This is an optimization exercise on Yosys and OpenROAD, whose aim is small area, not a production implementation. Where RTL was checked, it was by simulation tests only, not by an equivalence proof against the original. The flow treats the clock pin as an ideal source. Dropping or thinning the clock tree relies on that and would not hold on a real chip. Power figures rest on the tool's default switching activity, not on a simulated workload.

Setup of oak:
## ALU_DESIGN
module ALU_DESIGN #(parameter DW = 8, CW = 4)(INP_VALID,OPA,OPB,CIN,CLK,RST,CMD,CE,MODE,COUT,OFLOW,RES,G,E,L,ERR);
For scale: ~430 cells after synthesis, about 49 flip-flops, ~42 I/O pins.
clock: 6.0 ns
lec_check: 0
abc_area: 1
cap_margin: 0
core_margin: 2
core_utilization: 40
gpl_timing_driven: 0
slew_margin: 0
synth_hierarchical: 1
synth_minimum_keep_size: 0
standard.sh (not shown) runs the stock make flow with config.mk's settings and CLKGATE_MAP_FILE= SYNTH_SCRIPT=/design/flow/synth_recipe.tcl, a recipe that flattens the netlist after the stock synthesis.
==> flow/flow/run.sh <==
#!/bin/bash
# Own layout flow: the standard ORFS flow (standard.sh), with three changes:
#  - synthesis maps logic with an area-only ABC script (flow/abc_area.script);
#    everything else in synthesis, including flip-flop mapping, is the standard one;
#  - every input and output port still gets a buffer, but a buf_1 one;
#  - the clock tree is four clkbuf_8, each driving a group of flip-flops
#    straight from the clock port (flow/cts_flat.tcl, run as the CTS step's
#    pre-hook, replaces the H-tree builder).
# Each step's full output goes to a log file in the work folder.
set -euo pipefail
W="$(pwd)"
S="SYNTH_SCRIPT=$W/flow/synth_area.tcl"
bash standard.sh "$S" synth > "$W/log_synth.txt" 2>&1
bash standard.sh "$S" "BUFFER_PORTS_ARGS=-buffer_cell sky130_fd_sc_hd__buf_1" "PRE_CTS_TCL=$W/flow/cts_flat.tcl" finish > "$W/log_layout.txt" 2>&1
Other scripts of this flow, unchanged in this note and not shown: flow/flow/abc_area.script, flow/flow/cts_flat.tcl, flow/flow/synth_area.tcl
## Diff of input files: pine against oak
--- a/flow/design.v
+++ b/flow/design.v
@@ -8,41 +8,41 @@
   output OFLOW;
   output G;
   output E;
   output L;
   output reg ERR;
   reg [7:0] A, B;
   reg [3:0] C;
   reg       VA, VB;
-  reg [4:0] W;
+  reg [4:0] W;   
   reg [8:0] P;
   reg [2:0] F;
   assign COUT  = F[0] & ~F[2];
   assign OFLOW = F[1] & ~F[2];
   assign G     = F[0] & F[2];
   assign L     = F[1] & F[2];
   assign E     = F[2] & ~F[0] & ~F[1];
   always @(posedge CLK) begin
     if (INP_VALID[0]) A <= OPA;
     if (INP_VALID[1]) B <= OPB;
     if (|INP_VALID)   C <= CMD;
     if (RST) begin
       VA <= 1'b0;
       VB <= 1'b0;
-      W  <= 5'd0;
+      W  <= 5'd1;
     end else begin
       if (INP_VALID[0]) VA <= 1'b1;
       if (INP_VALID[1]) VB <= 1'b1;
-      if (|INP_VALID) W <= 5'd0;
-      else if ((VA ^ VB) && !W[4]) W <= W + 5'd1;
+      if (|INP_VALID) W <= 5'd1;
+      else if ((VA ^ VB) && W != 5'd24) W <= {W[3:0], W[4] ^ W[2]};
     end
   end
   wire both = VA & VB;
-  wire tmo  = !RST && W[4] && ((INP_VALID == 2'b01 && VB) || (INP_VALID == 2'b10 && VA));
+  wire tmo  = !RST && (W == 5'd24) && ((INP_VALID == 2'b01 && VB) || (INP_VALID == 2'b10 && VA));
   wire [15:0] k = 16'd1 << C;
   wire am = MODE;
   wire lm = !MODE;
   wire selB = k[6] | k[7];
   wire yB   = k[0] | k[1] | k[2] | k[3] | k[8];
   wire yI   = k[1] | k[3] | k[5] | k[7] | k[8];
   wire cin  = k[0] ? 1'b0 : k[1] ? 1'b1 : k[2] ? CIN : k[3] ? ~CIN :
               (k[4] | k[6] | k[9]);
@@ -214,20 +214,17 @@
   wire hold = ~step;
   wire ld   = step & ~RST;
   always @(posedge CLK) begin
     RES  <= ({9{hold}} & RES) | ({9{ld}} & res_n);
     F[0] <= (hold & F[0]) | (ld & am & (k[0] | k[2] | k[8]) & cy);
     F[1] <= (hold & F[1]) | (ld & am & (k[1] | k[3] | k[8]) & lt);
     F[2] <= (hold & F[2]) | (ld & am & k[8]);
     ERR  <= tmo | (hold & ERR) | (ld & lm & k[12] & (|B[7:4]));
-    if (step) begin
-      if (RST) P <= 9'd0;
-      else if (mul) P <= prod;
-    end
+    P    <= ({9{~(step & (RST | mul))}} & P) | ({9{ld & mul}} & prod);
   end
 endmodule
 module fa_m(input a, input b, input c, output s, output co);
   assign s = a ^ b ^ c;
   assign co = (a & b) | (a & c) | (b & c);
 endmodule
 module ha_m(input a, input b, output s, output co);
   assign s = a ^ b;
- In summary, pine completed successfully, with a layout that passed the timing, design-rule and antenna checks.
- [pine vs oak] sequential share of layout area: lower in pine
- Power improves in pine relative to oak.
- Number of flops mapped to enable cells by yosys, pine vs oak: down by more than a quarter
- Share of the clock period used by the worst path: pine lower than oak
- Compared with oak, in pine hold slack rose 0.027 ns, total wire length after detailed routing fell 230 um, combinational fraction of design power fell 1.0 points, synthesized cell count rose 4, leakage dissipation fell 2.2%.
- pine ended up with a lower row count than oak did.
- Looking at area after synthesis, pine sits about 3% lower than oak does.
- met1 wire length grows by a few percent when moving from oak to pine.
In every run of this note, the design's own scripts or RTL, not TritonCTS, make the clock network.

========
## old
The RTL this note starts from:
==> flow/design.v <==
module ALU_DESIGN #(parameter DW = 8, CW = 4)(INP_VALID,OPA,OPB,CIN,CLK,RST,CMD,CE,MODE,COUT,OFLOW,RES,G,E,L,ERR);
  input [DW-1:0] OPA,OPB;
  input CLK,RST,CE,MODE,CIN;
  input [CW-1:0] CMD;
  input [1:0] INP_VALID;
  output reg [DW:0] RES;
  output COUT;
  output OFLOW;
  output G;
  output E;
  output L;
  output reg ERR;
  reg [7:0] A, B;
  reg [3:0] C;
  reg       VA, VB;
  reg [4:0] W;
  reg [8:0] P;
  reg [2:0] F;
  assign COUT  = F[0] & ~F[2];
  assign OFLOW = F[1] & ~F[2];
  assign G     = F[0] & F[2];
  assign L     = F[1] & F[2];
  assign E     = F[2] & ~F[0] & ~F[1];
  always @(posedge CLK) begin
    if (INP_VALID[0]) A <= OPA;
    if (INP_VALID[1]) B <= OPB;
    if (|INP_VALID)   C <= CMD;
    if (RST) begin
      VA <= 1'b0;
      VB <= 1'b0;
      W  <= 5'd0;
    end else begin
      if (INP_VALID[0]) VA <= 1'b1;
      if (INP_VALID[1]) VB <= 1'b1;
      if (|INP_VALID) W <= 5'd0;
      else if ((VA ^ VB) && !W[4]) W <= W + 5'd1;
    end
  end
  wire both = VA & VB;
  wire tmo  = !RST && W[4] && ((INP_VALID == 2'b01 && VB) || (INP_VALID == 2'b10 && VA));
  wire [15:0] k = 16'd1 << C;
  wire am = MODE;
  wire lm = !MODE;
  wire selB = k[6] | k[7] | k[10] | k[11];
  wire yB   = k[0] | k[1] | k[2] | k[3] | k[8];
  wire yI   = k[1] | k[3] | k[5] | k[7] | k[8];
  wire cin  = k[0] ? 1'b0 : k[1] ? 1'b1 : k[2] ? CIN : k[3] ? ~CIN :
              (k[4] | k[6] | k[9]);
  wire [7:0] X = selB ? B : A;
  wire [7:0] Y = ({8{yB}} & B) ^ {8{yI}};
  wire [8:0] cc;
  wire [7:0] sum;
  assign cc[0] = cin;
  genvar i;
  generate for (i = 0; i < 8; i = i + 1) begin : add
    fa_m f(.a(X[i]), .b(Y[i]), .c(cc[i]), .s(sum[i]), .co(cc[i+1]));
  end endgenerate
  wire cy = cc[8];
  wire allff = &sum;
  wire lt = ~cy & ~(allff & ~cin);
  wire s9 = C[0];
  wire [7:0] U = s9 ? A + 8'd1 : {A[6:0], 1'b0};
  wire [7:0] V = B + {7'd0, s9};
  wire [8:0] prod;
  wire mp0_0 = U[0] & V[0];
  wire mp0_1 = U[0] & V[1];
  wire mp0_2 = U[0] & V[2];
  wire mp0_3 = U[0] & V[3];
  wire mp0_4 = U[0] & V[4];
  wire mp0_5 = U[0] & V[5];
  wire mp0_6 = U[0] & V[6];
  wire mp0_7 = U[0] & V[7];
  wire mp1_0 = U[1] & V[0];
  wire mp1_1 = U[1] & V[1];
  wire mp1_2 = U[1] & V[2];
  wire mp1_3 = U[1] & V[3];
  wire mp1_4 = U[1] & V[4];
  wire mp1_5 = U[1] & V[5];
  wire mp1_6 = U[1] & V[6];
  wire mp1_7 = U[1] & V[7];
  wire mp2_0 = U[2] & V[0];
  wire mp2_1 = U[2] & V[1];
  wire mp2_2 = U[2] & V[2];
  wire mp2_3 = U[2] & V[3];
  wire mp2_4 = U[2] & V[4];
  wire mp2_5 = U[2] & V[5];
  wire mp2_6 = U[2] & V[6];
  wire mp3_0 = U[3] & V[0];
  wire mp3_1 = U[3] & V[1];
  wire mp3_2 = U[3] & V[2];
  wire mp3_3 = U[3] & V[3];
  wire mp3_4 = U[3] & V[4];
  wire mp3_5 = U[3] & V[5];
  wire mp4_0 = U[4] & V[0];
  wire mp4_1 = U[4] & V[1];
  wire mp4_2 = U[4] & V[2];
  wire mp4_3 = U[4] & V[3];
  wire mp4_4 = U[4] & V[4];
  wire mp5_0 = U[5] & V[0];
  wire mp5_1 = U[5] & V[1];
  wire mp5_2 = U[5] & V[2];
  wire mp5_3 = U[5] & V[3];
  wire mp6_0 = U[6] & V[0];
  wire mp6_1 = U[6] & V[1];
  wire mp6_2 = U[6] & V[2];
  wire mp7_0 = U[7] & V[0];
  wire mp7_1 = U[7] & V[1];
  wire ms0, mc0;
  ha_m u1(.a(mp0_1), .b(mp1_0), .s(ms0), .co(mc0));
  wire ms1, mc1;
  fa_m u2(.a(mp0_2), .b(mp1_1), .c(mp2_0), .s(ms1), .co(mc1));
  wire ms2, mc2;
  ha_m u3(.a(mc0), .b(ms1), .s(ms2), .co(mc2));
  wire ms3, mc3;
  fa_m u4(.a(mp0_3), .b(mp1_2), .c(mp2_1), .s(ms3), .co(mc3));
  wire ms4, mc4;
  fa_m u5(.a(mp3_0), .b(mc1), .c(ms3), .s(ms4), .co(mc4));
  wire ms5, mc5;
  ha_m u6(.a(mc2), .b(ms4), .s(ms5), .co(mc5));
  wire ms6, mc6;
  fa_m u7(.a(mp0_4), .b(mp1_3), .c(mp2_2), .s(ms6), .co(mc6));
  wire ms7, mc7;
  fa_m u8(.a(mp3_1), .b(mp4_0), .c(mc3), .s(ms7), .co(mc7));
  wire ms8, mc8;
  fa_m u9(.a(ms6), .b(mc4), .c(ms7), .s(ms8), .co(mc8));
  wire ms9, mc9;
  ha_m u10(.a(mc5), .b(ms8), .s(ms9), .co(mc9));
  wire ms10, mc10;
  fa_m u11(.a(mp0_5), .b(mp1_4), .c(mp2_3), .s(ms10), .co(mc10));
  wire ms11, mc11;
  fa_m u12(.a(mp3_2), .b(mp4_1), .c(mp5_0), .s(ms11), .co(mc11));
  wire ms12, mc12;
  fa_m u13(.a(mc6), .b(ms10), .c(ms11), .s(ms12), .co(mc12));
  wire ms13, mc13;
  fa_m u14(.a(mc7), .b(ms12), .c(mc8), .s(ms13), .co(mc13));
  wire ms14, mc14;
  ha_m u15(.a(mc9), .b(ms13), .s(ms14), .co(mc14));
  wire ms15, mc15;
  fa_m u16(.a(mp0_6), .b(mp1_5), .c(mp2_4), .s(ms15), .co(mc15));
  wire ms16, mc16;
  fa_m u17(.a(mp3_3), .b(mp4_2), .c(mp5_1), .s(ms16), .co(mc16));
  wire ms17, mc17;
  fa_m u18(.a(mp6_0), .b(mc10), .c(mc11), .s(ms17), .co(mc17));
  wire ms18, mc18;
  fa_m u19(.a(ms15), .b(ms16), .c(mc12), .s(ms18), .co(mc18));
  wire ms19, mc19;
  fa_m u20(.a(ms17), .b(ms18), .c(mc13), .s(ms19), .co(mc19));
  wire ms20, mc20;
  ha_m u21(.a(mc14), .b(ms19), .s(ms20), .co(mc20));
  wire ms21, mc21;
  fa_m u22(.a(mp0_7), .b(mp1_6), .c(mp2_5), .s(ms21), .co(mc21));
  wire ms22, mc22;
  fa_m u23(.a(mp3_4), .b(mp4_3), .c(mp5_2), .s(ms22), .co(mc22));
  wire ms23, mc23;
  fa_m u24(.a(mp6_1), .b(mp7_0), .c(mc15), .s(ms23), .co(mc23));
  wire ms24, mc24;
  fa_m u25(.a(mc16), .b(ms21), .c(ms22), .s(ms24), .co(mc24));
  wire ms25, mc25;
  fa_m u26(.a(mc17), .b(ms23), .c(ms24), .s(ms25), .co(mc25));
  wire ms26, mc26;
  fa_m u27(.a(mc18), .b(ms25), .c(mc19), .s(ms26), .co(mc26));
  wire ms27, mc27;
  ha_m u28(.a(mc20), .b(ms26), .s(ms27), .co(mc27));
  wire mx28 = mp1_7 ^ mp2_6;
  wire mx29 = mp3_5 ^ mp4_4;
  wire mx30 = mp5_3 ^ mp6_2;
  wire mx31 = mp7_1 ^ mx28;
  wire mx32 = mx29 ^ mx30;
  wire mx33 = mc21 ^ mc22;
  wire mx34 = mx31 ^ mx32;
  wire mx35 = mx33 ^ mx34;
  wire mx36 = mc23 ^ mc24;
  wire mx37 = mx35 ^ mx36;
  wire mx38 = mc25 ^ mx37;
  wire mx39 = mx38 ^ mc26;
  wire mx40 = mx39 ^ mc27;
  assign prod = {mx40, ms27, ms20, ms14, ms9, ms5, ms2, ms0, mp0_0};
  wire [2:0] amt = (lm & (k[8] | k[10])) ? 3'd7 :
                   (lm & (k[9] | k[11])) ? 3'd1 :
                   k[13] ? (3'd0 - B[2:0]) : B[2:0];
  wire [7:0] r1 = amt[0] ? {X[6:0], X[7]} : X;
  wire [7:0] r2 = amt[1] ? {r1[5:0], r1[7:6]} : r1;
  wire [7:0] r3 = amt[2] ? {r2[3:0], r2[7:4]} : r2;
  wire shr = lm & (k[8] | k[10]);
  wire shl = lm & (k[9] | k[11]);
  wire [7:0] rmask = {~shr, 6'b111111, ~shl};
  wire useR = lm & (C[3] & ~(C[2] & C[1]));
  wire [7:0] rv = r3 & rmask & {8{useR}};
  wire [3:0] lut = {4{lm}} & {k[0] | k[2] | k[5],
                               k[1] | k[2] | k[4] | k[7],
                               k[1] | k[2] | k[4] | k[6],
                               k[1] | k[3] | k[5] | k[6] | k[7]};
  wire [7:0] lv;
  generate for (i = 0; i < 8; i = i + 1) begin : g
    assign lv[i] = lut[{A[i], B[i]}];
  end endgenerate
  wire useS = am & (k[0] | k[1] | k[2] | k[3] | k[4] | k[5] | k[6] | k[7]);
  wire useP = am & (k[9] | k[10]);
  wire [8:0] res_n = ({9{useS}} & {cy ^ yI, sum}) | ({9{useP}} & P) | {1'b0, lv | rv};
  wire step = CE & (RST | both);
  wire mul  = am & (k[9] | k[10]);
  always @(posedge CLK) begin
    if (step) begin
      RES   <= RST ? 9'd0 : res_n;
      F[0]  <= !RST & am & (k[0] | k[2] | k[8]) & cy;
      F[1]  <= !RST & am & (k[1] | k[3] | k[8]) & lt;
      F[2]  <= !RST & am & k[8];
      ERR   <= !RST & lm & k[12] & (|B[7:4]);
      if (RST) P <= 9'd0;
      else if (mul) P <= prod;
    end
    if (tmo) ERR <= 1'b1;
  end
endmodule
module fa_m(input a, input b, input c, output s, output co);
  assign s = a ^ b ^ c;
  assign co = (a & b) | (a & c) | (b & c);
endmodule
module ha_m(input a, input b, output s, output co);
  assign s = a ^ b;
  assign co = a & b;
endmodule
export LEC_CHECK = 0
export ABC_AREA = 1
export CAP_MARGIN = 0
export CORE_MARGIN = 2
export CORE_UTILIZATION = 40
export GPL_TIMING_DRIVEN = 0
export SLEW_MARGIN = 0
export SYNTH_HIERARCHICAL = 1
export SYNTH_MINIMUM_KEEP_SIZE = 0
create_clock -name core_clock -period 6.0 [get_ports {CLK}]
==> flow/flow/run.sh <==
#!/bin/bash
# Own layout flow: the standard ORFS flow (standard.sh), with three changes:
#  - synthesis maps logic with an area-only ABC script (flow/abc_area.script);
#    everything else in synthesis, including flip-flop mapping, is the standard one;
#  - every input and output port still gets a buffer, but a buf_1 one;
#  - clock tree synthesis adds no dummy loads.
# Each step's full output goes to a log file in the work folder.
set -euo pipefail
W="$(pwd)"
S="SYNTH_SCRIPT=$W/flow/synth_area.tcl"
bash standard.sh "$S" synth > "$W/log_synth.txt" 2>&1
bash standard.sh "$S" "BUFFER_PORTS_ARGS=-buffer_cell sky130_fd_sc_hd__buf_1" "CTS_ARGS=-sink_clustering_enable -repair_clock_nets -dont_use_dummy_load" finish > "$W/log_layout.txt" 2>&1
==> flow/flow/abc_area.script <==
strash
&get -n
&deepsyn -T 30
&put
dch -f
amap
topo
==> flow/flow/synth_area.tcl <==
# Standard synthesis (synth_recipe.tcl), except that the final ABC mapping uses
# an area-only script without a delay target.
set ::own_flow_dir [file dirname [file normalize [info script]]]
proc abc {args} {
  set i [lsearch -exact $args -script]
  if {$i >= 0} {
    set args [lreplace $args [expr {$i + 1}] [expr {$i + 1}] [file join $::own_flow_dir abc_area.script]]
  }
  set j [lsearch -exact $args -D]
  if {$j >= 0} { set args [lreplace $args $j [expr {$j + 1}]] }
  yosys abc {*}$args
}
source [file join [file dirname $::own_flow_dir] synth_recipe.tcl]
## Diff of input files: new against old
--- a/flow/design.v
+++ b/flow/design.v
@@ -198,19 +198,20 @@
   wire useP = am & (k[9] | k[10]);
   wire [8:0] res_n = ({9{useS}} & {cy ^ yI, sum}) | ({9{useP}} & P) | {1'b0, lv | rv};
   wire step = CE & (RST | both);
   wire mul  = am & (k[9] | k[10]);
+  wire hold = ~step;
+  wire ld   = step & ~RST;
   always @(posedge CLK) begin
+    RES  <= ({9{hold}} & RES) | ({9{ld}} & res_n);
+    F[0] <= (hold & F[0]) | (ld & am & (k[0] | k[2] | k[8]) & cy);
+    F[1] <= (hold & F[1]) | (ld & am & (k[1] | k[3] | k[8]) & lt);
+    F[2] <= (hold & F[2]) | (ld & am & k[8]);
+    ERR  <= tmo | (hold & ERR) | (ld & lm & k[12] & (|B[7:4]));
     if (step) begin
-      RES   <= RST ? 9'd0 : res_n;
-      F[0]  <= !RST & am & (k[0] | k[2] | k[8]) & cy;
-      F[1]  <= !RST & am & (k[1] | k[3] | k[8]) & lt;
-      F[2]  <= !RST & am & k[8];
-      ERR   <= !RST & lm & k[12] & (|B[7:4]);
       if (RST) P <= 9'd0;
       else if (mul) P <= prod;
     end
-    if (tmo) ERR <= 1'b1;
   end
 endmodule
 module fa_m(input a, input b, input c, output s, output co);
   assign s = a ^ b ^ c;
Notes after the runs:
Across both runs, share of cells above drive strength 1 was higher for new than for old.
When new is set beside old, its part of the total power dissipated in the clock network turns out to be 1.0 points smaller.
Comparing new with old, the register-to-register slack came out essentially unchanged.
Number of buffers added for setup after CTS for new is higher than for old.
On maximum buffer depth of the clock tree, new and old are basically level.
Total power on new is behind old.
For new, only the layout was checked, not whether the RTL still works.

-- re-timing with driven ports --
How much do the figures lean on ideal ports? The routed layouts below were timed once more, with nothing changed but the port constraints.
Step 1: set_driving_cell puts a clkbuf_16 on CLK and a buf_2 on each other input, an assumption about the parent block.
Step 2 also shifts input and output timing later by t, the mid clock arrival at the registers, as if the neighbouring blocks saw the same clock.
a / b / c = ideal ports / drivers / drivers and shift; a / b = the first two.
run | t, ns | slack for setup (ns) | worst setup path at the end
oak | 0.208 | 0.270 / 0.270 / 0.270 | register to register
pine | 0.197 | 0.296 / 0.296 / 0.296 | register to register
old | 0.328 | 0.164 / 0.164 / 0.164 | register to register
new | 0.328 | 0.155 / 0.155 / 0.107 | input to register
After both steps setup and hold are still met in every run listed. The setup slack of new, which loses most, moves by 0.000 ns with the drivers and by -0.048 ns with both steps.
